This design comes from an exercise in tuning for small area, a short achievable clock period and few clock cycles on the open sky130 flow, not from production work. The RTL was checked by simulation tests, not by an equivalence proof against the original design. Power figures rest on the tool's default switching activity, not on a simulated workload.

--- flow/standard.sh ---
#!/bin/bash
# synth_recipe.tcl (not shown) runs the flow's synth.tcl, then flattens the netlist and writes it again
# the make line also repeats each setting of config.mk as NAME=value (left out here)
make -C /OpenROAD-flow-scripts/flow DESIGN_CONFIG=/design/flow/config.mk WORK_HOME=/design/flow/orfs CLKGATE_MAP_FILE= SYNTH_SCRIPT=/design/flow/synth_recipe.tcl "${@:-finish}"
--- flow/constraint.sdc ---
create_clock -name core_clock -period 14.0 [get_ports {i_clk}]
set_input_delay 2.8000 -clock core_clock [delete_from_list [all_inputs] [get_ports {i_clk}]]
set_output_delay 2.8000 -clock core_clock [all_outputs]
set_load 0.01 [all_outputs]
--- flow/flow/run.sh ---
#!/bin/bash
# Standard layout, with repair_timing asked for extra setup slack so that it
# works on the critical paths below the clock period. Clock, constraints and
# every other step are the standard flow's own.
set -euo pipefail
bash standard.sh SETUP_SLACK_MARGIN=9 TNS_END_PERCENT=100 finish > standard_flow.log 2>&1
--- flow/config.mk ---
export PLATFORM = sky130hd
export DESIGN_NAME = processor
export DESIGN_NICKNAME = processor
export VERILOG_FILES = /design/flow/design.v
export SDC_FILE = /design/flow/constraint.sdc
export NUM_CORES = 4
export LEC_CHECK = 0
export CAP_MARGIN = 20
export CORE_MARGIN = 2
export CORE_UTILIZATION = 30
export PLACE_DENSITY = 0.4
export SLEW_MARGIN = 20
--- flow/design.v ---
module regfile(
    input  logic        i_clk,
    input  logic        we,
    input  logic [4:0]  wa,
    input  logic [31:0] wd,
    input  logic [4:0]  ra1,
    input  logic [4:0]  ra2,
    output logic [31:0] rd1,
    output logic [31:0] rd2
);
logic [31:1][31:0] rf;
logic [31:0] wsel, sel1, sel2;
always_comb begin
    wsel = '0;
    sel1 = '0;
    sel2 = '0;
    wsel[wa]  = we;
    sel1[ra1] = 1'b1;
    sel2[ra2] = 1'b1;
end
genvar i;
generate
    for (i = 1; i < 32; i++) begin : g_r
        always_ff @(posedge i_clk) begin
            if (wsel[i]) rf[i] <= wd;
        end
    end
endgenerate
always_comb begin
    rd1 = '0;
    rd2 = '0;
    for (int k = 1; k < 32; k++) begin
        rd1 = rd1 | (rf[k] & {32{sel1[k]}});
        rd2 = rd2 | (rf[k] & {32{sel2[k]}});
    end
end
endmodule
module processor(
    input  logic        i_clk,
    input  logic        i_rst,
    output logic [31:0] o_mem_addr,
    output logic        o_mem_wen,
    output logic [31:0] o_mem_wdata,
    output logic [3:0]  o_mem_byte_en,
    input  logic [31:0] i_mem_rdata
);
logic [31:0] addr_q;
logic        wen_q;
logic [31:0] wdata_q;
logic [3:0]  be_q;
logic        s_fetch_q;      
logic        s_ep_q;         
logic [11:0] npc_q;          
logic        ep_q;           
logic        d_v_q;
logic [11:0] d_pc_q;
logic        d_ep_q;
logic        ld1_v, ld2_v;
logic [4:0]  ld1_rd, ld2_rd;
logic [2:0]  ld1_f3, ld2_f3;
logic [1:0]  ld1_lo, ld2_lo;
logic        e_v;
logic        e_ld, e_st, e_br, e_jal, e_jalr;
logic [2:0]  e_f3;
logic        e_sub, e_alt, e_useimm, e_wr;
logic [4:0]  e_rd, e_rs1, e_rs2;
logic [31:0] e_a, e_b, e_imm;
logic [11:0] e_pc4, e_tgt;
logic        e_pred, e_ep;
assign o_mem_addr    = addr_q;
assign o_mem_wen     = wen_q;
assign o_mem_wdata   = wdata_q;
assign o_mem_byte_en = be_q;
logic [31:0] ldval;
logic [15:0] ld_h;
logic [7:0]  ld_b;
always_comb begin
    ld_h = ld2_lo[1] ? i_mem_rdata[31:16] : i_mem_rdata[15:0];
    ld_b = ld2_lo[0] ? ld_h[15:8] : ld_h[7:0];
    if (ld2_f3[1])      ldval = i_mem_rdata;
    else if (ld2_f3[0]) ldval = {{16{~ld2_f3[2] & ld_h[15]}}, ld_h};
    else                ldval = {{24{~ld2_f3[2] & ld_b[7]}}, ld_b};
end
logic wait_e, exec;
assign wait_e = e_v & (ld2_v | (ld1_v & (ld1_rd != 5'd0) &
                                ((e_rs1 == ld1_rd) | (e_rs2 == ld1_rd) |
                                 (e_wr & (e_rd == ld1_rd)))));
assign exec = e_v & ~wait_e;
logic [31:0] opb, opbx, sum;
logic [32:0] sum33;
logic        ltu, lts, eq, taken;
assign opb   = e_useimm ? e_imm : e_b;
assign opbx  = e_sub ? ~opb : opb;
assign sum33 = {1'b0, e_a} + {1'b0, opbx} + {32'd0, e_sub};
assign sum   = sum33[31:0];
assign ltu   = ~sum33[32];
assign lts   = (e_a[31] ^ opb[31]) ? e_a[31] : sum[31];
assign eq    = (e_a == e_b);
assign taken = (e_f3[2] ? (e_f3[1] ? ltu : lts) : eq) ^ e_f3[0];
logic        sh_left, sh_fill;
logic [31:0] sh_src, sh_out, sh_res;
logic [32:0] sh_ext;
always_comb begin
    sh_left = ~e_f3[2];
    for (int k = 0; k < 32; k++) sh_src[k] = sh_left ? e_a[31-k] : e_a[k];
    sh_fill = e_alt & e_a[31] & ~sh_left;
    sh_ext  = $signed({sh_fill, sh_src}) >>> opb[4:0];
    sh_out  = sh_ext[31:0];
    for (int k = 0; k < 32; k++) sh_res[k] = sh_left ? sh_out[31-k] : sh_out[k];
end
logic [31:0] res;
always_comb begin
    case (e_f3)
        3'b000:  res = sum;
        3'b001:  res = sh_res;
        3'b010:  res = {31'd0, lts};
        3'b011:  res = {31'd0, ltu};
        3'b100:  res = e_a ^ opb;
        3'b101:  res = sh_res;
        3'b110:  res = e_a | opb;
        default: res = e_a & opb;
    endcase
    if (e_jal | e_jalr) res = {18'd0, e_pc4, 2'b00};
end
logic [31:0] ir;
assign ir = i_mem_rdata;
logic [4:0] op;
logic d_jal, d_jalr, d_br, d_ld, d_st, d_opi, d_op, d_lui, d_auipc;
assign op      = ir[6:2];
assign d_jal   =  op[4] &  op[1];
assign d_jalr  =  op[4] & ~op[1] &  op[0];
assign d_br    =  op[4] & ~op[0];
assign d_ld    = ~op[4] & ~op[2] & ~op[3];
assign d_st    = ~op[4] & ~op[2] &  op[3];
assign d_opi   = ~op[4] &  op[2] & ~op[3] & ~op[0];
assign d_op    = ~op[4] &  op[2] &  op[3] & ~op[0];
assign d_lui   = ~op[4] &  op[2] &  op[3] &  op[0];
assign d_auipc = ~op[4] &  op[2] & ~op[3] &  op[0];
logic [4:0]  rs1, rs2, rd;
logic [2:0]  f3;
assign rs1 = ir[19:15];
assign rs2 = ir[24:20];
assign rd  = ir[11:7];
assign f3  = ir[14:12];
logic [31:0] imm_i, imm_s, imm_u, imm_b, imm_j, d_imm;
assign imm_i = {{20{ir[31]}}, ir[31:20]};
assign imm_s = {{20{ir[31]}}, ir[31:25], ir[11:7]};
assign imm_u = {ir[31:12], 12'd0};
assign imm_b = {{19{ir[31]}}, ir[31], ir[7], ir[30:25], ir[11:8], 1'b0};
assign imm_j = {{11{ir[31]}}, ir[31], ir[19:12], ir[20], ir[30:21], 1'b0};
assign d_imm = d_st ? imm_s : ((d_lui | d_auipc) ? imm_u : imm_i);
logic [11:0] d_tgt, d_pc4;
assign d_tgt = d_pc_q + (d_jal ? imm_j[13:2] : imm_b[13:2]);
assign d_pc4 = d_pc_q + 12'd1;
logic        rf_we;
logic [4:0]  rf_wa;
logic [31:0] rf_wd, rf_rd1, rf_rd2;
assign rf_we = ld2_v | (exec & e_wr);
assign rf_wa = ld2_v ? ld2_rd : e_rd;
assign rf_wd = ld2_v ? ldval : res;
regfile u_rf(
    .i_clk (i_clk),
    .we    (rf_we),
    .wa    (rf_wa),
    .wd    (rf_wd),
    .ra1   (rs1),
    .ra2   (rs2),
    .rd1   (rf_rd1),
    .rd2   (rf_rd2)
);
logic byp1, byp2;
logic [31:0] v1, v2, a_next;
assign byp1 = exec & e_wr & (e_rd == rs1);
assign byp2 = exec & e_wr & (e_rd == rs2);
assign v1 = byp1 ? res : rf_rd1;
assign v2 = byp2 ? res : rf_rd2;
always_comb begin
    a_next = v1;
    if (d_lui)   a_next = 32'd0;
    if (d_auipc) a_next = {18'd0, d_pc_q, 2'b00};
end
logic        d_old, redir, kill_d, kill_f;
logic [11:0] redir_pc;
assign d_old = d_v_q & (d_ep_q != e_ep);
always_comb begin
    redir    = 1'b0;
    redir_pc = e_tgt;
    kill_d   = 1'b0;
    kill_f   = 1'b0;
    if (exec) begin
        if (e_jalr) begin
            redir = 1'b1; redir_pc = sum[13:2]; kill_d = 1'b1; kill_f = 1'b1;
        end else if (e_br | e_jal) begin
            if (!e_pred) begin
                if (e_jal | taken) begin
                    redir = 1'b1; kill_d = 1'b1; kill_f = 1'b1;
                end
            end else if (e_jal | taken) begin
                kill_d = d_old;
            end else begin
                redir = 1'b1; kill_f = 1'b1; kill_d = ~d_old;
                redir_pc = d_old ? d_pc4 : e_pc4;
            end
        end
    end
end
logic d_adv, late_pred, drop, d_pred, e_mem;
assign d_adv     = d_v_q & ~kill_d & (~e_v | exec);
assign e_mem     = exec & (e_ld | e_st);
assign late_pred = wait_e & (e_br | e_jal) & ~e_pred;
assign drop      = wait_e & d_v_q;
assign d_pred    = d_adv & (d_br | d_jal) & ~e_mem & ~redir;
logic        n_fetch, n_kill, ep_n;
logic [11:0] n_pc;
always_comb begin
    n_fetch = ~e_mem;
    n_pc    = npc_q;
    n_kill  = kill_f;
    ep_n    = ep_q;
    if (e_mem) begin
    end else if (redir) begin
        n_pc = redir_pc;
    end else if (late_pred) begin
        n_pc = e_tgt; ep_n = ~ep_q; n_kill = d_v_q;
    end else if (drop) begin
        n_pc = d_pc_q; n_kill = 1'b1;
    end else if (d_pred) begin
        n_pc = d_tgt; ep_n = ~ep_q;
    end
end
logic [31:0] st_data;
logic [3:0]  st_be;
always_comb begin
    case (e_f3[1:0])
        2'b00:   begin st_data = {4{e_b[7:0]}};  st_be = 4'b0001 << sum[1:0]; end
        2'b01:   begin st_data = {2{e_b[15:0]}}; st_be = sum[1] ? 4'b1100 : 4'b0011; end
        default: begin st_data = e_b;            st_be = 4'b1111; end
    endcase
end
always_ff @(posedge i_clk or negedge i_rst) begin
    if (~i_rst) begin
        addr_q    <= 32'd0;
        wen_q     <= 1'b0;
        s_fetch_q <= 1'b1;
        s_ep_q    <= 1'b0;
        npc_q     <= 12'd1;
        ep_q      <= 1'b0;
        d_v_q     <= 1'b0;
        ld1_v     <= 1'b0;
        ld2_v     <= 1'b0;
        e_v       <= 1'b0;
    end else begin
        addr_q    <= n_fetch ? {18'd0, n_pc, 2'b00} : sum;
        wen_q     <= exec & e_st;
        s_fetch_q <= n_fetch;
        s_ep_q    <= ep_n;
        if (n_fetch) npc_q <= n_pc + 12'd1;
        ep_q      <= ep_n;
        d_v_q     <= s_fetch_q & ~n_kill;
        ld1_v     <= exec & e_ld;
        ld2_v     <= ld1_v;
        if (d_adv)     e_v <= 1'b1;
        else if (exec) e_v <= 1'b0;
    end
end
always_ff @(posedge i_clk) begin
    wdata_q <= st_data;
    be_q    <= st_be;
    d_pc_q  <= addr_q[13:2];
    d_ep_q  <= s_ep_q;
    ld1_rd  <= e_rd;
    ld1_f3  <= e_f3;
    ld1_lo  <= sum[1:0];
    ld2_rd  <= ld1_rd;
    ld2_f3  <= ld1_f3;
    ld2_lo  <= ld1_lo;
    if (d_adv) begin
        e_ld     <= d_ld;
        e_st     <= d_st;
        e_br     <= d_br;
        e_jal    <= d_jal;
        e_jalr   <= d_jalr;
        e_f3     <= (d_lui | d_auipc) ? 3'b000 : f3;
        e_sub    <= (d_op & (f3 == 3'b000) & ir[30]) |
                    ((d_op | d_opi) & (f3[2:1] == 2'b01)) | d_br;
        e_alt    <= ir[30];
        e_useimm <= ~(d_op | d_br);
        e_wr     <= (d_op | d_opi | d_lui | d_auipc | d_jal | d_jalr) & (rd != 5'd0);
        e_rd     <= rd;
        e_rs1    <= (d_lui | d_auipc | d_jal) ? 5'd0 : rs1;
        e_rs2    <= (d_op | d_st | d_br) ? rs2 : 5'd0;
        e_a      <= a_next;
        e_b      <= v2;
        e_imm    <= d_imm;
        e_pc4    <= d_pc4;
        e_tgt    <= d_tgt;
        e_pred   <= d_pred;
        e_ep     <= ep_n;
    end else if (e_v & ~exec) begin
        if (late_pred) begin
            e_pred <= 1'b1;
            e_ep   <= ep_n;
        end
        if (ld2_v & (ld2_rd != 5'd0) & (e_rs1 == ld2_rd)) e_a <= ldval;
        if (ld2_v & (ld2_rd != 5'd0) & (e_rs2 == ld2_rd)) e_b <= ldval;
    end
end
endmodule
==> results of run 1 <==
[how the worst max path moves through the flow]
stage                 to
3_5_place_dp     e_a[25]
3_3_place_gp     e_a[25]
2_1_floorplan  npc_q[11]
4_1_cts         npc_q[9]
6_report        npc_q[9]
5_1_grt         npc_q[9]
[cell families after synthesis]
logic type,after synthesis
multiplexers,211
flip-flops,1261
AND/OR/NAND/NOR,1063
AO/OA/AOI/OAI,1669
buffers and inverters,470
XOR/XNOR,164
adder cells (fa/ha/maj),117
[worst reg2reg max path: cells and delay by family, from the launching register on]
family	cells	cell delay, ns
mux	4	0.87
simple gates	4	1.47
flops	1	0.83
buf+inv	2	0.33
xor+xnor	2	0.35
fa+ha+maj	1	0.38
compound gates	7	1.52
[cells in the final DEF, fill, tap and decap left out, types with 63 or more instances in the layout]
master,n
buf_6,122
clkbuf_16,162
o21ai_2,70
a221oi_1,100
nand3_1,115
dfxtp_1,69
buf_4,352
xnor2_1,65
clkdlybuf4s50_1,84
a21oi_1,154
nor2_1,204
nor2_4,112
buf_12,116
inv_1,108
nand2_1,196
o21ai_0,91
a22o_1,155
edfxtp_1,1141
nand4_1,147
ha_1,96
xor2_1,77
mux2i_1,82
a222oi_1,63
a22oi_1,580
[power by group through the flow]
stage | Combinational [uW] | Clock (uW) | Sequential [uW]
after floorplan | 5890 | 0 | 6540
after global placement | 10100 | 0 | 7050
after detailed placement | 10100 | 0 | 7020
after CTS | 13200 | 4070 | 6940
after global routing | 15400 | 4200 | 6990
final | 14900 | 4000 | 6970
[state kept, by name (all words and copies together) (netlist names), 2 cells and up]
register	flops
e_b	32
ld2_lo	2
ld1_lo	2
e_rd	5
ld2_rd	5
wdata_q	32
e_imm	32
addr_q	32
e_a	32
d_pc_q	12
e_rs1	5
u_rf.rf	992
ld1_f3	3
e_pc4	12
be_q	4
e_rs2	5
ld1_rd	5
ld2_f3	3
e_f3	3
e_tgt	12
npc_q	12
[per-layer routing]
metal / vias to the layer above / global-route usage (%) / share of wire (%)
li1: 21300 / - / -
met1: 27500 / 41.5 / 38
met2: 4199 / 48.9 / 44
met3: 1015 / 6.73 / 9.8
met4: 0 / 20.2 / 8.1
met5: - / 0 / 0
[final cells by class]
cell class | instances | area, um^2 | area share, %
Antenna cell | 4 | 10.0 | 0.0120
Clock inverter | 82 | 968 | 1.17
Sequential cell | 1261 | 36900 | 44.4
Timing Repair inverter | 5 | 116 | 0.140
Timing Repair Buffer | 778 | 9580 | 11.5
Tap cell | 2688 | 3360 | 4.05
Multi-Input combinational cell | 3236 | 27700 | 33.3
Clock buffer | 185 | 3980 | 4.79
Inverter | 124 | 524 | 0.631
[synth_stat cells (all sizes together) (81+ instances only)]
master	instances
mux2i	135
nand2	225
a21oi	202
a22oi	626
inv	122
nor2	329
nand4	147
a22o	156
xnor2	83
edfxtp	1141
nand3	136
o21ai	195
ha	115
xor2	81
clkbuf	292
a221oi	155
[what timing repair did]
item,CTS,global route
gates resized for setup,863,270
pin swaps,201,112
setup endpoints to repair,1243,1102
buffers inserted,313,85
gates cloned,66,8
[stage by stage]
stage                     setup slack, ns  area [um^2]
after floorplan                      7.97        63300
after global placement               5.33        68100
after detailed placement             5.72        68200
after CTS                            8.19        81000
after global routing                 8.00        83100
final                                8.16        83100
==> flow_summary.yaml, run 1 <==
layout:
  instances_no_fill: 8363
  drive_above_1_share_pct: 29.6
  num-fill-cells: 19000
  area_growth_syn_to_layout_pct: 35.1
  final_util_pct: 40.7
  finalNetCount: 5704
worst_hold_path:
  whs_path_depth: 0
  hold_class: "flip-flop to flip-flop"
  worstHoldEndpoint: "ld2_f3[1]"
  hp-start: "ld1_f3[1]"
place:
  globalplace.congestion: 0.927
  dp.cells: 7619
  io_buffers: 102
  hpwl_um: 202000
floorplanning:
  coreArea_um2: 204000
  die-area_um2: 209000
  core.rowCount: 166
  io_pins: 103
  fp.dieH_um: 457
  start_util_pct: 30.1
  fp.dieW_um: 457
setup_path:
  cp_data_arrival_time_ns: 6.56
  slowest_delay_ns: 0.83
  crit_cells: 20
  slowest_stage: "edfxtp_1"
  r2r_setup_slack_ns: 8.16
  critPathMostFrequentCell: "mux2i_4"
  r2r-start: "e_b[8]"
  required_ns: 14.71
  crit_path_start_kind: "flip-flop"
  endpoint_kind: "flip-flop"
  crit_type: "flip-flop to flip-flop"
  startpoint: "e_b[8]"
  worst-path-buf-inv: 2
  cp_max_fo: 5
  cp_top_family: "compound AO/OA/AOI/OAI gates"
  r2r_cells: 20
  timing.rr.end: "npc_q[9]"
  path_cells: "mux2i_4 -> xnor2_1 -> ha_1 -> a21oi_2 -> o211ai_1 -> a311oi_2 -> a21oi_4 -> o21ai_2 -> or3b_4 -> a211o_4 -> mux2i_4 -> or4_4 -> buf_6 -> mux2i_4 -> a21oi_2 -> buf_4 -> nor4_4 -> nand4_1 -> xor2_1 -> mux2_4"
synth:
  synth.area.mux_share_pct: 4.18
  yosysTopAreaCell: "edfxtp_1"
  ys_seq_area_share_pct: 60.0
  synth-adder-area-share_pct: 2.40
  synthesis.area_um2: 61500
  ys.flop_type: "edfxtp_1"
  synth_compound_area_share_pct: 19.9
  synth_edf_count: 1141
  ys_warn_count: 2
  syn_area_per_cell_um2: 12.4
  ys_ff_latch: 1261
  synth_xor_area_share_pct: 2.33
  async_flop_share_pct: 4.04
  synthSimpleGateAreaFrac_pct: 8.28
  synth_cell_types: 89
  syn_inst: 4955
  synth_top_family_by_area: "compound AO/OA/AOI/OAI gates"
  synth_top_area_share_pct: 55.7
  ys_top_cells_by_area: "edfxtp_1 (56%), a22oi_1 (7.6%), ha_1 (2.3%)"
route:
  wl_um: 349000
  via_per_inst: 6.46
  antenna_left: 0
  drt_iter0_drc: 9077
  firstDrtPassIters: 9
  drc_errors: 0
  via_count: 54000
  post_drt_wl_per_cell_um: 41.7
clock_tree:
  cts_buffer_depth: 3
  clk_pin_slew_ns: 0.06
  cts_tree: "built"
  ctsHoldBuffers: 0
  clk-insertion-delay-late_ns: 0.83
  cts.sinks: 1261
  cts_root_buf: "clkbuf_16"
  cts_buffers: 147
  htreeDepth: 4
power_and_ir_drop:
  p_switching_uw: 11700
  power.leakage_uw: 0.0287
  p_clk_share_pct: 15.5
  vdd_drop_max_v: 0.000183
  p_int_uw: 14100
  comb_power_share_pct: 57.6
  p_total_uw: 25800
  switching_share_pct: 45.3
  power.density_nw_per_um2: 311
  pwr-share-seq_pct: 27.0
sta:
  fin_tns_setup_ns: 0
  clock.fmax_mhz: 171
  rsz0062_at_grt: "true"
  setup_viol: 0
  max_slew_margin_pct: 19.3
  final.min_clock_period_ns: 5.84
  clock_skew_ns: 0.0416
  worst_pin_slew_ns: 1.21
  maxSlewViolCount: 0
  final_hold_viol_count: 0
  hold_slack_ns: 0.327
  fin_crit_sh_pct: 41.7
global_routing:
  grt_max_degree: 52
  grt_pass1_vias: 51000
  antenna_found_initial: 17
  grt_pass1_wl_um: 459000
  grt_usage_pct: 32.1
  overflow: 0
job:
  max_cap_viol_count: 0
outcome:
  status: "complete, no violations"
Testbench counts, summed over its fixed seeds: cycles 87,695.
==> run 2, diff against run 1 <==
==> flow/run.sh (new file) <==
#!/bin/bash
# synth_recipe.tcl (not shown) runs the flow's synth.tcl, then flattens the netlist and writes it again
# the make line also repeats each setting of config.mk as NAME=value (left out here)
make -C /OpenROAD-flow-scripts/flow DESIGN_CONFIG=/design/flow/config.mk WORK_HOME=/design/flow/orfs CLKGATE_MAP_FILE= SYNTH_SCRIPT=/design/flow/synth_recipe.tcl finish
removed: flow/flow/run.sh
removed: flow/standard.sh
==> flow_summary.yaml, run 2 <==
layout:
  area_growth_syn_to_layout_pct: 17.1
  num-fill-cells: 19800
  largest_register_ffs: 992
  multiInputGateArea_um2: 23800
  layout_common_cells: "edfxtp_1 (1,141), a22oi_1 (626), nor2_1 (233), nand2_1 (225), buf_4 (222)"
  regMostFlops: "u_rf.rf"
  final-seq-area_um2: 36900
  final_common_cell: "edfxtp_1"
  drive_above_1_share_pct: 13.4
  finalNetCount: 5234
global_routing:
  met3_usage_pct: 6.77
  busiest_layer: "met2"
  grt_usage_pct: 29.0
  grt_pass1_wl_um: 421000
  grt_use_met1_pct: 37.7
  grt_max_degree: 68
  use_met2_pct: 45.5
  antenna_found_initial: 19
  overflow: 0
  grt_pass1_vias: 48500
synth:
  synth_cell_types: 89
  synth-adder-area-share_pct: 2.40
  synthesis.area_um2: 61500
  ys_top_cells_by_area: "edfxtp_1 (56%), a22oi_1 (7.6%), ha_1 (2.3%)"
  ys_warn_count: 2
  synth_top_family_by_area: "compound AO/OA/AOI/OAI gates"
  synth_xor_area_share_pct: 2.33
  syn_area_per_cell_um2: 12.4
  ys.flop_type: "edfxtp_1"
  synth_most_common_cell: "edfxtp_1"
  async_flop_share_pct: 4.04
  synth_edf_count: 1141
  ys_ff_latch: 1261
  synthSimpleGateAreaFrac_pct: 8.28
  ys_top_cells_by_count: "edfxtp_1 (1,141), a22oi_1 (626), nor2_1 (329)"
  synth.area.mux_share_pct: 4.18
  syn_inst: 4955
  yosysTopAreaCell: "edfxtp_1"
  synth_compound_area_share_pct: 19.9
  synth_top_area_share_pct: 55.7
  ys_seq_area_share_pct: 60.0
route:
  drc_errors: 0
  antenna_left: 0
  drt_iter0_drc: 7419
  via_count: 50500
  post_drt_wl_per_cell_um: 39.6
  firstDrtPassIters: 8
  via_per_inst: 6.40
  wl_um: 313000
sta:
  final_hold_viol_count: 0
  maxSlewViolCount: 0
  clock.fmax_mhz: 125
  final.min_clock_period_ns: 8.02
  rsz0062_at_grt: "false"
  fin_tns_setup_ns: 0
  fin_crit_sh_pct: 57.3
  clock_skew_ns: 0.0334
  setup_viol: 0
  worst_pin_slew_ns: 1.31
  max_slew_margin_pct: 11.5
setup_path:
  required_ns: 14.54
  endpoint_kind: "flip-flop"
  slowest_stage: "clkdlybuf4s50_1"
  crit_type: "input port to flip-flop"
  cp_data_arrival_time_ns: 8.57
  slowest_delay_ns: 0.85
  crit_path_start_kind: "input port"
  r2r_setup_slack_ns: 6.01
  cp_max_fo: 21
  path_cells: "clkdlybuf4s50_1 -> inv_1 -> ha_1 -> nor2b_1 -> o21ai_0 -> a211oi_1 -> a31oi_2 -> nor2_4 -> buf_4 -> a22oi_1 -> nand4_1 -> nor3_1 -> nand4_1 -> o21ai_0 -> o22ai_1"
clock_tree:
  cts_buffer_depth: 3
  ctsHoldBuffers: 0
  cts_buffers: 147
  cts_tree: "built"
  cts.sinks: 1261
  postCtsSetupRepairBufs: 0
  clk-insertion-delay-late_ns: 0.82
  clk_pin_slew_ns: 0.06
  htreeDepth: 4
  cts_resized: 0
  cts_root_buf: "clkbuf_16"
floorplanning:
  fp.dieW_um: 457
  core.rowCount: 166
  io_pins: 103
  fp.dieH_um: 457
  start_util_pct: 30.1
  die-area_um2: 209000
  coreArea_um2: 204000
place:
  io_buffers: 102
  globalplace.congestion: 0.950
  hpwl_um: 197000
power_and_ir_drop:
  power.leakage_uw: 0.0241
  p_total_uw: 20800
  power.density_nw_per_um2: 289
  vdd_drop_max_v: 0.000172
outcome:
  status: "complete, no violations"
job:
  max_cap_viol_count: 0
worst_hold_path:
  hold_class: "flip-flop to flip-flop"
-- run 2: worst paths after layout --
kind | cells after the start | start | to
worst max register to register | 24 | e_useimm | npc_q[8]
max in group asynchronous | 2 | i_rst | ld2_v
worst min-delay path | 0 | ld1_f3[1] | ld2_f3[1]
worst max-delay path | 15 | i_mem_rdata[16] | e_a[25]
min in group asynchronous | 2 | i_rst | addr_q[26]
worst min register to register | 0 | ld1_f3[1] | ld2_f3[1]
-- run 2: logic make-up after synthesis --
| kind of cell | after synthesis |
|---|---|
| AOI/OAI and AO/OA | 1669 |
| DFF | 1261 |
| and+or+nand+nor | 1063 |
| buffers and inverters | 470 |
| muxes | 211 |
| xor gates and xnor gates | 164 |
| adders and majority gates | 117 |
-- run 2: metrics by stage --
stage	instances	util (%)	setup WS [ns]	hold slack (ns)	area (um^2)
floorplan	4955	-	5.70	0.310	61500
global placement	7621	32.9	5.44	0.314	67200
detailed placement	7622	32.9	5.45	0.312	67200
CTS	7889	35.3	6.06	0.336	72000
global route	7890	35.3	5.58	0.344	72100
finish	7894	35.3	5.98	0.335	72100
-- run 2: area by class of cell --
class                      count  area share, %
inverter                     124          0.656
antenna                        5         0.0174
sequential                  1261           51.2
timing repair buffer         325           3.74
tap                         2688           4.67
multi-input combinational   3224           33.0
clock buffer                 175           5.34
clock inverter                92           1.32
-- run 2: worst max-delay path, delay by kind of cell --
| kind | cells | cell delay (ns) |
|---|---|---|
| fa+ha+maj | 1 | 0.39 |
| compound gates | 6 | 1.62 |
| simple gates | 5 | 2.14 |
| buf+inv | 3 | 1.52 |
-- run 2: where the power goes --
group	total, uW	switching, uW	internal, uW
logic	10100	7240	2880
registers	6820	758	6060
clock network	3880	1680	2200
total	20800	9680	11100
-- run 2: routing by layer --
metal / up-vias / wire [um] / part of all wire (%)
met3: 815 / 30400 / 9.7
li1: 20300 / - / -
met2: 3605 / 140000 / 45
met5: - / 23 / 0.0074
met1: 25800 / 124000 / 40
met4: 4 / 17700 / 5.7
==> run 3, diff against run 2 <==
--- a/flow/design.v
+++ b/flow/design.v
@@ -45,5 +45,5 @@
     input  logic [31:0] i_mem_rdata
 );
-logic [31:0] addr_q;
+logic [13:0] addr_q;
 logic        wen_q;
 logic [31:0] wdata_q;
@@ -51,5 +51,5 @@
 logic        s_fetch_q;      
 logic        s_ep_q;         
-logic [11:0] npc_q;          
+logic [11:0] lf_q;           
 logic        ep_q;           
 logic        d_v_q;
@@ -63,10 +63,11 @@
 logic        e_ld, e_st, e_br, e_jal, e_jalr;
 logic [2:0]  e_f3;
-logic        e_sub, e_alt, e_useimm, e_wr;
+logic        e_sub, e_alt, e_wr;
+logic        e_sadd, e_ssh, e_sslt, e_sxor, e_sor, e_sand, e_slink;
 logic [4:0]  e_rd, e_rs1, e_rs2;
-logic [31:0] e_a, e_b, e_imm;
+logic [31:0] e_a, e_b, e_sd;
 logic [11:0] e_pc4, e_tgt;
 logic        e_pred, e_ep;
-assign o_mem_addr    = addr_q;
+assign o_mem_addr    = {18'd0, addr_q};
 assign o_mem_wen     = wen_q;
 assign o_mem_wdata   = wdata_q;
@@ -87,15 +88,11 @@
                                  (e_wr & (e_rd == ld1_rd)))));
 assign exec = e_v & ~wait_e;
-logic [31:0] opb, opbx, sum;
-logic [32:0] sum33;
-logic        ltu, lts, eq, taken;
-assign opb   = e_useimm ? e_imm : e_b;
-assign opbx  = e_sub ? ~opb : opb;
-assign sum33 = {1'b0, e_a} + {1'b0, opbx} + {32'd0, e_sub};
-assign sum   = sum33[31:0];
-assign ltu   = ~sum33[32];
-assign lts   = (e_a[31] ^ opb[31]) ? e_a[31] : sum[31];
+logic [31:0] sum;
+logic        ltu, lt, eq, taken;
+assign sum   = e_a + (e_sub ? ~e_b : e_b) + {31'd0, e_sub};
+assign ltu   = e_a < e_b;
+assign lt    = (e_a[31] ^ e_b[31]) ? e_a[31] : ltu;
 assign eq    = (e_a == e_b);
-assign taken = (e_f3[2] ? (e_f3[1] ? ltu : lts) : eq) ^ e_f3[0];
+assign taken = (e_f3[2] ? (e_f3[1] ? ltu : lt) : eq) ^ e_f3[0];
 logic        sh_left, sh_fill;
 logic [31:0] sh_src, sh_out, sh_res;
@@ -105,22 +102,16 @@
     for (int k = 0; k < 32; k++) sh_src[k] = sh_left ? e_a[31-k] : e_a[k];
     sh_fill = e_alt & e_a[31] & ~sh_left;
-    sh_ext  = $signed({sh_fill, sh_src}) >>> opb[4:0];
+    sh_ext  = $signed({sh_fill, sh_src}) >>> e_b[4:0];
     sh_out  = sh_ext[31:0];
     for (int k = 0; k < 32; k++) sh_res[k] = sh_left ? sh_out[31-k] : sh_out[k];
 end
 logic [31:0] res;
-always_comb begin
-    case (e_f3)
-        3'b000:  res = sum;
-        3'b001:  res = sh_res;
-        3'b010:  res = {31'd0, lts};
-        3'b011:  res = {31'd0, ltu};
-        3'b100:  res = e_a ^ opb;
-        3'b101:  res = sh_res;
-        3'b110:  res = e_a | opb;
-        default: res = e_a & opb;
-    endcase
-    if (e_jal | e_jalr) res = {18'd0, e_pc4, 2'b00};
-end
+assign res = ({32{e_sadd}}  & sum)
+           | ({32{e_ssh}}   & sh_res)
+           | ({32{e_sslt}}  & {31'd0, e_f3[0] ? ltu : lt})
+           | ({32{e_sxor}}  & (e_a ^ e_b))
+           | ({32{e_sor}}   & (e_a | e_b))
+           | ({32{e_sand}}  & (e_a & e_b))
+           | ({32{e_slink}} & {18'd0, e_pc4, 2'b00});
 logic [31:0] ir;
 assign ir = i_mem_rdata;
@@ -169,10 +160,12 @@
     .rd2   (rf_rd2)
 );
-logic byp1, byp2;
-logic [31:0] v1, v2, a_next;
-assign byp1 = exec & e_wr & (e_rd == rs1);
-assign byp2 = exec & e_wr & (e_rd == rs2);
-assign v1 = byp1 ? res : rf_rd1;
-assign v2 = byp2 ? res : rf_rd2;
+logic byp1, byp2, d_bimm;
+logic [31:0] v1, v2, a_next, b_next;
+assign byp1   = exec & e_wr & (e_rd == rs1);
+assign byp2   = exec & e_wr & (e_rd == rs2);
+assign v1     = byp1 ? res : rf_rd1;
+assign v2     = byp2 ? res : rf_rd2;
+assign d_bimm = ~(d_op | d_br);
+assign b_next = d_bimm ? d_imm : v2;
 always_comb begin
     a_next = v1;
@@ -211,13 +204,12 @@
 assign drop      = wait_e & d_v_q;
 assign d_pred    = d_adv & (d_br | d_jal) & ~e_mem & ~redir;
-logic        n_fetch, n_kill, ep_n;
-logic [11:0] n_pc;
+logic        n_kill, ep_n;
+logic [11:0] n_pc, seq_pc;
+assign seq_pc = lf_q + 12'd1;
 always_comb begin
-    n_fetch = ~e_mem;
-    n_pc    = npc_q;
-    n_kill  = kill_f;
-    ep_n    = ep_q;
-    if (e_mem) begin
-    end else if (redir) begin
+    n_pc   = seq_pc;
+    n_kill = kill_f;
+    ep_n   = ep_q;
+    if (redir) begin
         n_pc = redir_pc;
     end else if (late_pred) begin
@@ -233,16 +225,16 @@
 always_comb begin
     case (e_f3[1:0])
-        2'b00:   begin st_data = {4{e_b[7:0]}};  st_be = 4'b0001 << sum[1:0]; end
-        2'b01:   begin st_data = {2{e_b[15:0]}}; st_be = sum[1] ? 4'b1100 : 4'b0011; end
-        default: begin st_data = e_b;            st_be = 4'b1111; end
+        2'b00:   begin st_data = {4{e_sd[7:0]}};  st_be = 4'b0001 << sum[1:0]; end
+        2'b01:   begin st_data = {2{e_sd[15:0]}}; st_be = sum[1] ? 4'b1100 : 4'b0011; end
+        default: begin st_data = e_sd;            st_be = 4'b1111; end
     endcase
 end
 always_ff @(posedge i_clk or negedge i_rst) begin
     if (~i_rst) begin
-        addr_q    <= 32'd0;
+        addr_q    <= 14'd0;
         wen_q     <= 1'b0;
         s_fetch_q <= 1'b1;
         s_ep_q    <= 1'b0;
-        npc_q     <= 12'd1;
+        lf_q      <= 12'd0;
         ep_q      <= 1'b0;
         d_v_q     <= 1'b0;
@@ -251,15 +243,14 @@
         e_v       <= 1'b0;
     end else begin
-        addr_q    <= n_fetch ? {18'd0, n_pc, 2'b00} : sum;
+        addr_q    <= e_mem ? sum[13:0] : {n_pc, 2'b00};
         wen_q     <= exec & e_st;
-        s_fetch_q <= n_fetch;
+        s_fetch_q <= ~e_mem;
         s_ep_q    <= ep_n;
-        if (n_fetch) npc_q <= n_pc + 12'd1;
+        if (~e_mem) lf_q <= n_pc;
         ep_q      <= ep_n;
         d_v_q     <= s_fetch_q & ~n_kill;
         ld1_v     <= exec & e_ld;
         ld2_v     <= ld1_v;
-        if (d_adv)     e_v <= 1'b1;
-        else if (exec) e_v <= 1'b0;
+        if (~wait_e) e_v <= d_adv;
     end
 end
@@ -275,5 +266,5 @@
     ld2_f3  <= ld1_f3;
     ld2_lo  <= ld1_lo;
-    if (d_adv) begin
+    if (~wait_e) begin
         e_ld     <= d_ld;
         e_st     <= d_st;
@@ -281,9 +272,14 @@
         e_jal    <= d_jal;
         e_jalr   <= d_jalr;
-        e_f3     <= (d_lui | d_auipc) ? 3'b000 : f3;
-        e_sub    <= (d_op & (f3 == 3'b000) & ir[30]) |
-                    ((d_op | d_opi) & (f3[2:1] == 2'b01)) | d_br;
+        e_f3     <= f3;
+        e_sub    <= d_op & (f3 == 3'b000) & ir[30];
         e_alt    <= ir[30];
-        e_useimm <= ~(d_op | d_br);
+        e_sadd   <= ((d_op | d_opi) & (f3 == 3'b000)) | d_lui | d_auipc;
+        e_ssh    <= (d_op | d_opi) & (f3[1:0] == 2'b01);
+        e_sslt   <= (d_op | d_opi) & (f3[2:1] == 2'b01);
+        e_sxor   <= (d_op | d_opi) & (f3 == 3'b100);
+        e_sor    <= (d_op | d_opi) & (f3 == 3'b110);
+        e_sand   <= (d_op | d_opi) & (f3 == 3'b111);
+        e_slink  <= d_jal | d_jalr;
         e_wr     <= (d_op | d_opi | d_lui | d_auipc | d_jal | d_jalr) & (rd != 5'd0);
         e_rd     <= rd;
@@ -291,11 +287,11 @@
         e_rs2    <= (d_op | d_st | d_br) ? rs2 : 5'd0;
         e_a      <= a_next;
-        e_b      <= v2;
-        e_imm    <= d_imm;
+        e_b      <= b_next;
+        e_sd     <= v2;
         e_pc4    <= d_pc4;
         e_tgt    <= d_tgt;
         e_pred   <= d_pred;
         e_ep     <= ep_n;
-    end else if (e_v & ~exec) begin
+    end else begin
         if (late_pred) begin
             e_pred <= 1'b1;
@@ -303,5 +299,8 @@
         end
         if (ld2_v & (ld2_rd != 5'd0) & (e_rs1 == ld2_rd)) e_a <= ldval;
-        if (ld2_v & (ld2_rd != 5'd0) & (e_rs2 == ld2_rd)) e_b <= ldval;
+        if (ld2_v & (ld2_rd != 5'd0) & (e_rs2 == ld2_rd)) begin
+            if (e_st) e_sd <= ldval;
+            else      e_b  <= ldval;
+        end
     end
 end
==> flow_summary.yaml, run 3 <==
route:
  via_count: 52400
  drc_errors: 0
  wl_um: 340000
  firstDrtPassIters: 10
  post_drt_wl_per_cell_um: 43.1
  drt_iter0_drc: 9678
  via_per_inst: 6.64
  antenna_left: 0
power_and_ir_drop:
  comb_power_share_pct: 34.3
  switching_share_pct: 38.9
  vdd_drop_max_v: 0.000135
  power.leakage_uw: 0.0247
  pwr-share-seq_pct: 38.7
  p_clk_share_pct: 26.9
  power.density_nw_per_um2: 211
  p_int_uw: 9390
  p_switching_uw: 5980
sta:
  final.min_clock_period_ns: 7.57
  fin_tns_setup_ns: 0
  final_hold_viol_count: 0
  fin_crit_sh_pct: 54.1
  worst_pin_slew_ns: 1.22
  max_slew_margin_pct: 17.5
  maxSlewViolCount: 0
  clock.fmax_mhz: 132
  rsz0062_at_grt: "false"
  clock_skew_ns: 0.0728
  setup_viol: 0
layout:
  largest_register_ffs: 992
  num-fill-cells: 20100
  drive_above_1_share_pct: 14.2
  multiInputGateArea_um2: 24500
  stdcell_area_um2: 72700
  final_common_cell: "edfxtp_1"
  final-seq-area_um2: 36700
  area_growth_syn_to_layout_pct: 16.7
  regMostFlops: "u_rf.rf"
  finalNetCount: 5232
  layout_common_cells: "edfxtp_1 (1,147), a22oi_1 (503), nand2_1 (234), buf_4 (215), a221oi_1 (204)"
synth:
  syn_inst: 4956
  ys_warn_count: 2
  ys.flop_type: "edfxtp_1"
  synth_top_area_share_pct: 55.3
  synth_cell_types: 96
  yosysTopAreaCell: "edfxtp_1"
  ys_seq_area_share_pct: 58.8
  synth_most_common_cell: "edfxtp_1"
  async_flop_share_pct: 2.64
  ys_top_cells_by_count: "edfxtp_1 (1,147), a22oi_1 (503), clkbuf_1 (277)"
  syn_area_per_cell_um2: 12.6
  ys_ff_latch: 1249
  synthesis.area_um2: 62300
  ys_top_cells_by_area: "edfxtp_1 (55%), a22oi_1 (6.1%), ha_1 (2.9%)"
  synth_edf_count: 1147
clock_tree:
  htreeDepth: 4
  clk-insertion-delay-late_ns: 0.84
  cts_tree: "built"
  postCtsSetupRepairBufs: 0
  cts_root_buf: "clkbuf_16"
  ctsHoldBuffers: 0
  clk_pin_slew_ns: 0.06
  cts.sinks: 1249
  cts_resized: 0
  cts_buffer_depth: 3
  cts_buffers: 147
setup_path:
  timing.rr.end: "u_rf.rf[92]"
  r2r_setup_slack_ns: 8.05
  slowest_delay_ns: 0.88
  cp_data_arrival_time_ns: 8.15
  critPathMostFrequentCell: "buf_4"
  path_cells: "clkdlybuf4s50_1 -> inv_1 -> ha_1 -> nor2b_1 -> a31oi_1 -> o32ai_4 -> buf_4 -> and2_2 -> buf_4 -> a2111oi_0 -> nand4_1 -> nor3_1 -> a41o_1 -> a21oi_1 -> or2_2"
  slowest_stage: "clkdlybuf4s50_1"
  r2r_cells: 13
  crit_type: "input port to flip-flop"
  required_ns: 14.58
  r2r-start: "e_b[0]"
  crit_path_start_kind: "input port"
  endpoint_kind: "flip-flop"
  cp_max_fo: 26
worst_hold_path:
  hold_class: "flip-flop to flip-flop"
  hp-start: "ld1_f3[1]"
  worstHoldEndpoint: "ld2_f3[1]"
  whs_path_depth: 0
global_routing:
  antenna_found_initial: 19
  met3_usage_pct: 7.48
  busiest_layer: "met2"
  grt_max_degree: 69
  grt_pass1_wl_um: 449000
  overflow: 0
  grt_use_met1_pct: 38.7
  grt_usage_pct: 31.1
  grt_pass1_vias: 50300
  use_met2_pct: 49.4
place:
  place_area_um2: 67500
  io_buffers: 84
  hpwl_um: 211000
  globalplace.congestion: 0.925
floorplanning:
  fp.dieW_um: 460
  start_util_pct: 30.1
  core.rowCount: 167
  die-area_um2: 211000
  coreArea_um2: 207000
  io_pins: 103
  fp.dieH_um: 460
outcome:
  status: "complete, no violations"
job:
  max_cap_viol_count: 0
[run 3: cell types whose count changed after synthesis, sizes merged, moves of 29 or more]
cell	delta
nor3	+57
ha	+31
a221oi	+51
a22oi	-123
nor2	-120
a32o	+43
o21ai	-31
mux2i	-66
buf	+40
xnor2	-29
[run 3: stage by stage]
stage	hold WS, ns	cells	setup WS [ns]	power (uW)	util (%)
6_report	0.326	7891	6.43	15400	35.1
5_1_grt	0.339	7886	6.30	15900	35.1
4_1_cts	0.327	7878	6.49	15300	35.1
3_5_place_dp	0.315	7605	5.64	11200	32.6
3_3_place_gp	0.311	7604	5.70	11200	32.6
2_1_floorplan	0.310	4973	7.73	8620	-
[run 3: cell families (layout without fill, tap and decap cells)]
| kind of cell | after synthesis | in the layout | share of synthesized area, % |
|---|---|---|---|
| XOR/XNOR | 124 | 124 | 1.74 |
| AO/OA/AOI/OAI | 1667 | 1667 | 20.2 |
| flip-flops | 1249 | 1249 | 58.8 |
| AND/OR/NAND/NOR | 1102 | 1102 | 8.98 |
| multiplexers | 175 | 175 | 3.94 |
| buffers and inverters | 490 | 691 | 3.29 |
| other | 1 | 31 | 0.00602 |
| adder cells (fa/ha/maj) | 148 | 148 | 3.00 |
[run 3: metal layers]
layer,up-vias,routed length (um)
li1,20500,-
met1,26800,128000
met2,4026,154000
met3,1120,34400
met4,14,22900
met5,-,281
[run 3: worst max-delay path by stage]
stage	start	end	slack (ns)	cells past startpoint
after global routing	i_mem_rdata[21]	e_b[19]	6.30	15
after CTS	i_mem_rdata[21]	e_b[1]	6.49	15
final	i_mem_rdata[21]	e_b[19]	6.43	15
after floorplan	i_mem_rdata[15]	u_rf.rf[125]	7.73	8
after detailed placement	i_mem_rdata[21]	e_b[1]	5.64	15
after global placement	i_mem_rdata[21]	e_b[1]	5.70	15
[run 3: power groups by stage]
stage	logic, uW	clock network, uW	registers (uW)
floorplan	2890	0	5730
global route	5580	4320	5980
detailed placement	5160	0	6020
CTS	5180	4180	5950
global placement	5160	0	6030
finish	5280	4140	5950
[run 3: area by class of cell]
cell class | count | share of cell area [%]
clock buffers | 175 | 5.36
inverters | 119 | 0.621
clock inverters | 98 | 1.75
flip-flops and latches | 1249 | 50.4
repair buffers | 299 | 3.37
multi-input cells | 3234 | 33.8
diodes | 13 | 0.0448
well taps | 2704 | 4.65
[run 3: critical path: cells and delay by family]
kind,cells,cell delay (ns)
adders and majority gates,1,0.31
and+or+nand+nor,5,2.04
AOI/OAI and AO/OA,5,1.21
buffers and inverters,4,1.74
Testbench counts of run 3, summed over its fixed seeds: cycles 87,695.
==> run 4, diff against run 3 <==
--- a/flow/design.v
+++ b/flow/design.v
@@ -53,7 +53,10 @@
 logic [11:0] lf_q;           
 logic        ep_q;           
+logic        btb_v;
+logic [11:0] btb_pc, btb_tgt;
 logic        d_v_q;
 logic [11:0] d_pc_q;
 logic        d_ep_q;
+logic        d_btb_q;        
 logic        ld1_v, ld2_v;
 logic [4:0]  ld1_rd, ld2_rd;
@@ -66,7 +69,7 @@
 logic        e_sadd, e_ssh, e_sslt, e_sxor, e_sor, e_sand, e_slink;
 logic [4:0]  e_rd, e_rs1, e_rs2;
-logic [31:0] e_a, e_b, e_sd;
-logic [11:0] e_pc4, e_tgt;
-logic        e_pred, e_ep;
+logic [31:0] e_a, e_b;
+logic [11:0] e_pc4, e_tgt;     
+logic        e_pred, e_ep, e_back;
 assign o_mem_addr    = {18'd0, addr_q};
 assign o_mem_wen     = wen_q;
@@ -89,4 +92,6 @@
 assign exec = e_v & ~wait_e;
 logic [31:0] sum;
+logic [13:0] asum;           
+assign asum  = e_a[13:0] + {{2{e_tgt[11]}}, e_tgt};
 logic        ltu, lt, eq, taken;
 assign sum   = e_a + (e_sub ? ~e_b : e_b) + {31'd0, e_sub};
@@ -166,5 +171,5 @@
 assign v1     = byp1 ? res : rf_rd1;
 assign v2     = byp2 ? res : rf_rd2;
-assign d_bimm = ~(d_op | d_br);
+assign d_bimm = ~(d_op | d_br | d_st);
 assign b_next = d_bimm ? d_imm : v2;
 always_comb begin
@@ -183,5 +188,5 @@
     if (exec) begin
         if (e_jalr) begin
-            redir = 1'b1; redir_pc = sum[13:2]; kill_d = 1'b1; kill_f = 1'b1;
+            redir = 1'b1; redir_pc = asum[13:2]; kill_d = 1'b1; kill_f = 1'b1;
         end else if (e_br | e_jal) begin
             if (!e_pred) begin
@@ -203,5 +208,8 @@
 assign late_pred = wait_e & (e_br | e_jal) & ~e_pred;
 assign drop      = wait_e & d_v_q;
-assign d_pred    = d_adv & (d_br | d_jal) & ~e_mem & ~redir;
+assign d_pred    = d_adv & (d_br | d_jal) & ~d_btb_q & ~e_mem & ~redir;
+logic btb_hit, btb_go;
+assign btb_hit = s_fetch_q & btb_v & (addr_q[13:2] == btb_pc);
+assign btb_go  = btb_hit & ~e_mem & ~redir & ~late_pred & ~drop & ~d_pred;
 logic        n_kill, ep_n;
 logic [11:0] n_pc, seq_pc;
@@ -219,4 +227,6 @@
     end else if (d_pred) begin
         n_pc = d_tgt; ep_n = ~ep_q;
+    end else if (btb_go) begin
+        n_pc = btb_tgt; ep_n = ~ep_q;
     end
 end
@@ -225,7 +235,7 @@
 always_comb begin
     case (e_f3[1:0])
-        2'b00:   begin st_data = {4{e_sd[7:0]}};  st_be = 4'b0001 << sum[1:0]; end
-        2'b01:   begin st_data = {2{e_sd[15:0]}}; st_be = sum[1] ? 4'b1100 : 4'b0011; end
-        default: begin st_data = e_sd;            st_be = 4'b1111; end
+        2'b00:   begin st_data = {4{e_b[7:0]}};  st_be = 4'b0001 << asum[1:0]; end
+        2'b01:   begin st_data = {2{e_b[15:0]}}; st_be = asum[1] ? 4'b1100 : 4'b0011; end
+        default: begin st_data = e_b;            st_be = 4'b1111; end
     endcase
 end
@@ -242,6 +252,10 @@
         ld2_v     <= 1'b0;
         e_v       <= 1'b0;
+        btb_v     <= 1'b0;
+        d_btb_q   <= 1'b0;
     end else begin
-        addr_q    <= e_mem ? sum[13:0] : {n_pc, 2'b00};
+        d_btb_q   <= btb_go;
+        if (exec & e_br & e_back & taken) btb_v <= 1'b1;
+        addr_q    <= e_mem ? asum : {n_pc, 2'b00};
         wen_q     <= exec & e_st;
         s_fetch_q <= ~e_mem;
@@ -260,7 +274,11 @@
     d_pc_q  <= addr_q[13:2];
     d_ep_q  <= s_ep_q;
+    if (exec & e_br & e_back & taken) begin
+        btb_pc  <= e_pc4 - 12'd1;
+        btb_tgt <= e_tgt;
+    end
     ld1_rd  <= e_rd;
     ld1_f3  <= e_f3;
-    ld1_lo  <= sum[1:0];
+    ld1_lo  <= asum[1:0];
     ld2_rd  <= ld1_rd;
     ld2_f3  <= ld1_f3;
@@ -288,9 +306,9 @@
         e_a      <= a_next;
         e_b      <= b_next;
-        e_sd     <= v2;
         e_pc4    <= d_pc4;
-        e_tgt    <= d_tgt;
-        e_pred   <= d_pred;
-        e_ep     <= ep_n;
+        e_tgt    <= (d_ld | d_st | d_jalr) ? d_imm[11:0] : d_tgt;
+        e_pred   <= d_pred | d_btb_q;
+        e_ep     <= d_btb_q ? ~d_ep_q : ep_n;
+        e_back   <= ir[31];
     end else begin
         if (late_pred) begin
@@ -299,8 +317,5 @@
         end
         if (ld2_v & (ld2_rd != 5'd0) & (e_rs1 == ld2_rd)) e_a <= ldval;
-        if (ld2_v & (ld2_rd != 5'd0) & (e_rs2 == ld2_rd)) begin
-            if (e_st) e_sd <= ldval;
-            else      e_b  <= ldval;
-        end
+        if (ld2_v & (ld2_rd != 5'd0) & (e_rs2 == ld2_rd)) e_b <= ldval;
     end
 end
==> flow/flow/run.sh (new file) <==
#!/bin/bash
# Standard layout (the standard.sh, its synthesis and steps unchanged),
# with repair_timing asked for extra setup slack so that it works on the
# critical paths below the clock period, free cell resizing, and port
# buffers of a regular buffer cell. Clock and constraints are the standard flow's own.
set -euo pipefail
bash standard.sh SETUP_SLACK_MARGIN=9 TNS_END_PERCENT=100 MATCH_CELL_FOOTPRINT=0 \
  'BUFFER_PORTS_ARGS=-buffer_cell sky130_fd_sc_hd__buf_4' finish > standard_flow.log 2>&1
==> flow/standard.sh (new file) <==
#!/bin/bash
# synth_recipe.tcl (not shown) runs the flow's synth.tcl, then flattens the netlist and writes it again
# the make line also repeats each setting of config.mk as NAME=value (left out here)
make -C /OpenROAD-flow-scripts/flow DESIGN_CONFIG=/design/flow/config.mk WORK_HOME=/design/flow/orfs CLKGATE_MAP_FILE= SYNTH_SCRIPT=/design/flow/synth_recipe.tcl "${@:-finish}"
--- a/flow/config.mk
+++ b/flow/config.mk
@@ -8,5 +8,5 @@
 export CAP_MARGIN = 20
 export CORE_MARGIN = 2
-export CORE_UTILIZATION = 30
-export PLACE_DENSITY = 0.4
+export CORE_UTILIZATION = 55
+export PLACE_DENSITY = 0.65
 export SLEW_MARGIN = 20
removed: flow/run.sh
==> flow_summary.yaml, run 4 <==
route:
  wl_um: 305000
  via_per_inst: 8.05
  firstDrtPassIters: 15
  via_count: 57300
  antenna_left: 0
  post_drt_wl_per_cell_um: 42.8
  drc_errors: 0
  drt_iter0_drc: 13700
floorplanning:
  io_pins: 103
  fp.dieW_um: 340
  core.rowCount: 123
  die-area_um2: 116000
  coreArea_um2: 112000
  fp.dieH_um: 340
  start_util_pct: 55.3
setup_path:
  cp_data_arrival_time_ns: 6.48
  endpoint_kind: "flip-flop"
  required_ns: 14.51
  slowest_delay_ns: 0.69
  crit_type: "input port to flip-flop"
  cp_max_fo: 7
  startpoint: "i_mem_rdata[20]"
  cp_top_family: "simple AND/OR/NAND/NOR gates"
  worst-path-buf-inv: 6
  slowest_stage: "nand4_1"
  r2r-start: "e_a[1]"
  timing.rr.end: "u_rf.rf[888]"
  crit_path_start_kind: "input port"
  r2r_cells: 13
  path_cells: "buf_16 -> clkinv_8 -> ha_4 -> nor2_2 -> mux2_4 -> a32oi_4 -> buf_12 -> nor2_4 -> buf_4 -> buf_6 -> clkbuf_16 -> a22oi_1 -> nand4_1 -> nor4_1 -> nand4_1 -> nand3_1 -> nand3_1"
  r2r_setup_slack_ns: 8.92
worst_hold_path:
  whs_path_depth: 0
  hold_class: "flip-flop to flip-flop"
  hp-start: "ld1_lo[0]"
  worstHoldEndpoint: "ld2_lo[0]"
power_and_ir_drop:
  switching_share_pct: 36.5
  p_int_uw: 8100
  p_total_uw: 12800
  comb_power_share_pct: 31.6
  power.leakage_uw: 0.0277
  p_switching_uw: 4650
  p_clk_share_pct: 27.7
  power.density_nw_per_um2: 163
  vdd_drop_max_v: 0.000146
  pwr-share-seq_pct: 40.7
synth:
  ys_seq_area_share_pct: 58.8
  synth_most_common_cell: "edfxtp_1"
  synthesis.area_um2: 62100
  syn_inst: 5070
  ys_top_cells_by_count: "edfxtp_1 (1,140), a22oi_1 (724), nand2_1 (300)"
  syn_area_per_cell_um2: 12.2
  async_flop_share_pct: 2.81
  synth_cell_types: 92
  ys_ff_latch: 1244
  ys_warn_count: 2
  synth_edf_count: 1140
  yosysTopAreaCell: "edfxtp_1"
  ys_top_cells_by_area: "edfxtp_1 (55%), a22oi_1 (8.8%), ha_1 (3.2%)"
  ys.flop_type: "edfxtp_1"
  synth_top_area_share_pct: 55.2
place:
  hpwl_um: 162000
  place_area_um2: 66100
  dp.cells: 6476
  globalplace.congestion: 1.03
  io_buffers: 84
layout:
  regMostFlops: "u_rf.rf"
  final_util_pct: 69.9
  num-fill-cells: 7539
  largest_register_ffs: 992
  final-seq-area_um2: 36500
  instances_no_fill: 7115
  multiInputGateArea_um2: 27900
  drive_above_1_share_pct: 26.4
  area_growth_syn_to_layout_pct: 26.4
  layout_common_cells: "edfxtp_1 (1,140), a22oi_1 (619), buf_4 (372), nand2_1 (280)"
  stdcell_area_um2: 78400
  final_common_cell: "edfxtp_1"
  finalNetCount: 5705
clock_tree:
  htreeDepth: 4
  cts_root_buf: "clkbuf_16"
  clk_pin_slew_ns: 0.06
  clk-insertion-delay-late_ns: 0.82
  cts_buffer_depth: 3
  cts.sinks: 1244
  cts_tree: "built"
  ctsHoldBuffers: 0
  cts_buffers: 131
global_routing:
  antenna_found_initial: 11
  grt_max_degree: 81
  grt_usage_pct: 48.6
  grt_pass1_wl_um: 393000
  grt_pass1_vias: 50900
  overflow: 0
sta:
  final_hold_viol_count: 0
  rsz0062_at_grt: "true"
  worst_pin_slew_ns: 1.56
  setup_viol: 0
  clock.fmax_mhz: 167
  final.min_clock_period_ns: 5.97
  fin_crit_sh_pct: 42.7
  fin_tns_setup_ns: 0
  max_slew_margin_pct: -4.10
  maxSlewViolCount: 9
  clock_skew_ns: 0.0736
outcome:
  status: "complete, but fails checks"
  so_faults: "max-capacitance violations, max-slew violations"
job:
  max_cap_viol_count: 2
## run 4: cell types whose count changed after synthesis, sizes merged, moves of 51 or more
| cell | delta |
|---|---|
| a221oi | -83 |
| a22oi | +221 |
| nand2 | +67 |
| a22o | -61 |
| nor3 | -51 |
| nor2 | +86 |
## run 4: final cells by class
cell class,count,area share (%)
Multi-Input combinational cell,3380,35.6
Inverter,126,0.683
Sequential cell,1244,46.5
Clock inverter,69,1.04
Clock buffer,162,4.42
Timing Repair Buffer,624,9.36
Tap cell,1500,2.39
Antenna cell,10,0.0319
## run 4: power by group through the flow
stage	clock network [uW]	logic (uW)	registers [uW]
after floorplan	0	2080	5010
after global placement	0	3260	5240
after detailed placement	0	3290	5240
after CTS	3510	3570	5160
after global routing	3670	4150	5190
final	3530	4030	5190
## run 4: worst reg2reg max path, stage by stage, from the launching register on
cell	delay, ns
edfxtp_1	0.76
inv_1	0.24
fa_1	0.51
nand2b_1	0.18
a21boi_0	0.24
o21ai_0	0.19
a311oi_1	0.48
o21a_1	0.37
a211o_1	0.26
a21oi_1	0.15
mux2i_1	0.14
nand4_1	0.22
nor2_2	0.17
a21oi_4	0.81
## run 4: cell families after synthesis
logic type	after synthesis	synth area share (%)
adder cells (fa/ha/maj)	164	3.34
XOR/XNOR	170	2.40
AO/OA/AOI/OAI	1707	20.2
flip-flops	1244	58.8
multiplexers	163	3.37
buffers and inverters	477	3.02
AND/OR/NAND/NOR	1144	8.85
other	1	0.00604
## run 4: what timing repair did
action	CTS	global route
resized for setup	537	247
setup endpoints to repair	433	489
setup buffers	178	155
cloned	36	26
pin swaps	223	278
## run 4: how the worst max path moves through the flow
stage,end,slack (ns),depth (start not counted)
after global routing,e_b[8],8.03,17
after floorplan,e_b[31],8.45,15
after detailed placement,e_b[27],6.71,13
final,e_b[8],8.03,17
after CTS,e_b[6],8.74,15
after global placement,e_b[17],6.79,13
## run 4: stage by stage
stage	hold WS, ns	setup slack (ns)
after detailed placement	0.316	6.71
after floorplan	0.310	8.45
after CTS	0.314	8.74
after global placement	0.310	6.79
final	0.302	8.03
after global routing	0.303	8.03
## run 4: routing by layer
metal,track usage (%),up-vias,share of wire [%]
met4,38.6,28,11
li1,-,21400,-
met1,58.9,27100,31
met3,21.2,2103,18
met5,0.163,-,0.30
met2,67.6,6726,39
Testbench counts of run 4, summed over its fixed seeds: cycles 83,611.
==> run 5, diff against run 4 <==
--- a/flow/config.mk
+++ b/flow/config.mk
@@ -8,5 +8,5 @@
 export CAP_MARGIN = 20
 export CORE_MARGIN = 2
-export CORE_UTILIZATION = 55
-export PLACE_DENSITY = 0.65
+export CORE_UTILIZATION = 40
+export PLACE_DENSITY = 0.55
 export SLEW_MARGIN = 20
==> flow_summary.yaml, run 5 <==
route:
  drc_errors: 0
  via_per_inst: 7.26
  drt_iter0_drc: 12700
  firstDrtPassIters: 12
  via_count: 56600
  wl_um: 319000
  post_drt_wl_per_cell_um: 40.9
  antenna_left: 0
sta:
  clock.fmax_mhz: 175
  worst_pin_slew_ns: 2.30
  max_slew_margin_pct: -54.8
  setup_viol: 0
  fin_tns_setup_ns: 0
  final_hold_viol_count: 0
  clock_skew_ns: 0.0660
  final.min_clock_period_ns: 5.71
  rsz0062_at_grt: "true"
  maxSlewViolCount: 10
  fin_crit_sh_pct: 40.8
clock_tree:
  cts_tree: "built"
  cts_buffer_depth: 3
  clk_pin_slew_ns: 0.06
  clk-insertion-delay-late_ns: 0.85
  cts_buffers: 138
  cts.sinks: 1244
  htreeDepth: 4
  cts_root_buf: "clkbuf_16"
global_routing:
  grt_usage_pct: 38.2
  antenna_found_initial: 20
  grt_pass1_vias: 51600
  grt_max_degree: 74
  overflow: 0
  grt_pass1_wl_um: 420000
synth:
  yosysTopAreaCell: "edfxtp_1"
  synthesis.area_um2: 62100
  synth_cell_types: 92
  synth_top_family_by_area: "compound AO/OA/AOI/OAI gates"
  ys_top_cells_by_count: "edfxtp_1 (1,140), a22oi_1 (724), nand2_1 (300)"
  syn_area_per_cell_um2: 12.2
  synth_most_common_cell: "edfxtp_1"
  synth.area.mux_share_pct: 3.37
  ys.flop_type: "edfxtp_1"
  async_flop_share_pct: 2.81
  syn_inst: 5070
  ys_ff_latch: 1244
  synth_compound_area_share_pct: 20.2
  ys_warn_count: 2
  synthSimpleGateAreaFrac_pct: 8.85
  synth_top_area_share_pct: 55.2
  synth_edf_count: 1140
  ys_top_cells_by_area: "edfxtp_1 (55%), a22oi_1 (8.8%), ha_1 (3.2%)"
  ys_seq_area_share_pct: 58.8
  synth_xor_area_share_pct: 2.40
  synth-adder-area-share_pct: 3.34
outcome:
  status: "complete, but fails checks"
  so_faults: "max-capacitance violations, max-slew violations"
layout:
  instances_no_fill: 7796
  regMostFlops: "u_rf.rf"
  area_growth_syn_to_layout_pct: 30.8
  final_common_cell: "edfxtp_1"
  finalNetCount: 5833
  final_util_pct: 52.7
  largest_register_ffs: 992
  layout_common_cells: "edfxtp_1 (1,140), a22oi_1 (616), buf_4 (434), nand2_1 (277), clkbuf_16 (203)"
  drive_above_1_share_pct: 28.9
power_and_ir_drop:
  p_switching_uw: 4720
  power.leakage_uw: 0.0288
  comb_power_share_pct: 31.0
  switching_share_pct: 36.5
  power.density_nw_per_um2: 159
  pwr-share-seq_pct: 40.1
  vdd_drop_max_v: 0.000142
  p_clk_share_pct: 29.0
  p_int_uw: 8200
floorplanning:
  fp.dieW_um: 398
  die-area_um2: 158000
  start_util_pct: 40.3
  coreArea_um2: 154000
  core.rowCount: 144
  fp.dieH_um: 398
  io_pins: 103
place:
  io_buffers: 84
  globalplace.congestion: 1.01
  hpwl_um: 175000
  dp.cells: 7036
setup_path:
  cp_max_fo: 7
  cp_data_arrival_time_ns: 6.23
  crit_path_start_kind: "input port"
  endpoint_kind: "flip-flop"
  crit_type: "input port to flip-flop"
  required_ns: 14.52
worst_hold_path:
  hold_class: "flip-flop to flip-flop"
job:
  max_cap_viol_count: 2
## run 5: what timing repair did
| action | 4_1_cts | 5_1_grt |
|---|---|---|
| hold buffers | 0 | 0 |
| pin swaps | 293 | 296 |
| gates cloned | 54 | 19 |
| gates resized for setup | 590 | 276 |
| buffers inserted | 282 | 145 |
| endpoints found under the setup margin | 442 | 516 |
| hold endpoints to repair | 0 | 0 |
## run 5: area by class of cell
type	count	area (um^2)
fill	12700	72900
sequential	1244	36500
multi-input combinational	3374	27900
timing repair buffer	750	9090
clock buffer	164	3650
tap	2044	2560
clock inverter	81	921
inverter	126	541
antenna	12	30.0
timing repair inverter	1	5.00
## run 5: layer usage
layer  up-vias  routed length [um]  track usage [%]
met5         -                 770             1.60
met4        30               30900             27.0
met3      1694               51100             16.4
met2      5805              128000             54.4
met1     27400              107000             46.3
li1      21600                   -                -
## run 5: stage by stage
stage,hold slack [ns],area [um^2],worst slack [ns],power [uW]
2_1_floorplan,0.310,63700,8.45,7090
3_3_place_gp,0.314,66900,6.43,8550
3_5_place_dp,0.312,66900,6.80,8590
4_1_cts,0.314,78100,8.67,12500
5_1_grt,0.311,81100,8.36,13200
6_report,0.310,81200,8.29,12900
## run 5: logic make-up (layout without fill, tap and decap cells)
| group | after synthesis | after routing |
|---|---|---|
| multiplexers | 163 | 166 |
| flip-flops | 1244 | 1244 |
| AO/OA/AOI/OAI | 1707 | 1712 |
| adder cells (fa/ha/maj) | 164 | 164 |
| AND/OR/NAND/NOR | 1144 | 1144 |
| other | 1 | 30 |
| buffers and inverters | 477 | 1122 |
| XOR/XNOR | 170 | 170 |
## run 5: power by group through the flow
stage               logic, uW  registers (uW)  clock network [uW]
floorplan                2080            5010                   0
global placement         3310            5240                   0
detailed placement       3340            5240                   0
CTS                      3640            5160                3730
global route             4160            5190                3890
finish                   4000            5180                3740
## run 5: worst paths after layout
path	end	cells after the start	start	slack, ns
hold reg to reg	ld2_f3[1]	0	ld1_f3[1]	0.31
hold / removal	ld2_f3[1]	0	ld1_f3[1]	0.31
min in group asynchronous	d_v_q	1	i_rst	1.95
setup / recovery	e_b[22]	18	i_mem_rdata[20]	8.29
setup reg to reg	addr_q[3]	16	e_b[1]	9.07
max in group asynchronous	ld2_v	1	i_rst	11.65
## run 5: critical path: stages
cell and delay (ns):
buf_12 0.12, nor3_4 0.22, mux2_4 0.36, a32oi_4 0.19, buf_12 0.15, buf_12 0.11
nor2_4 0.04, buf_4 0.14, buf_6 0.11, buf_12 0.14, buf_8 0.13, buf_6 0.12
a22oi_2 0.15, nand4_1 0.29, nor4_4 0.64, nand2_1 0.22, o211ai_1 0.14, o221ai_1 0.13

==> static timing again, ports no longer ideal <==
Ports are ideal in the flow. The routed layouts listed here were re-timed in OpenROAD.
Step 1: set_driving_cell puts a clkbuf_16 on i_clk and a buf_2 on each other input, an assumption about the parent block.
Step 2 adds t to the input delays and takes it off the output delays; t is the mean of the earliest and latest rising clock arrival at the registers after step 1. Input paths then give back, and output paths get back, about the clock's delay inside the block.
Three values: ideal, step 1, step 2; two values: the first two.
run | t, ns | setup slack, ns | latest minus earliest clock arrival (ns)
run 1 | 0.902 | 8.158 / 8.158 / 7.324 | 0.042 / 0.042
run 2 | 0.883 | 5.976 / 5.883 / 5.000 | 0.036 / 0.035
run 3 | 0.902 | 6.425 / 6.492 / 5.590 | 0.073 / 0.073
run 4 | 0.855 | 8.028 / 8.006 / 7.151 | 0.074 / 0.074
run 5 | 0.900 | 8.287 / 8.288 / 7.388 | 0.066 / 0.066
The setup slack of run 2, which loses most, moves by -0.093 ns with the drivers and by -0.976 ns with both steps.
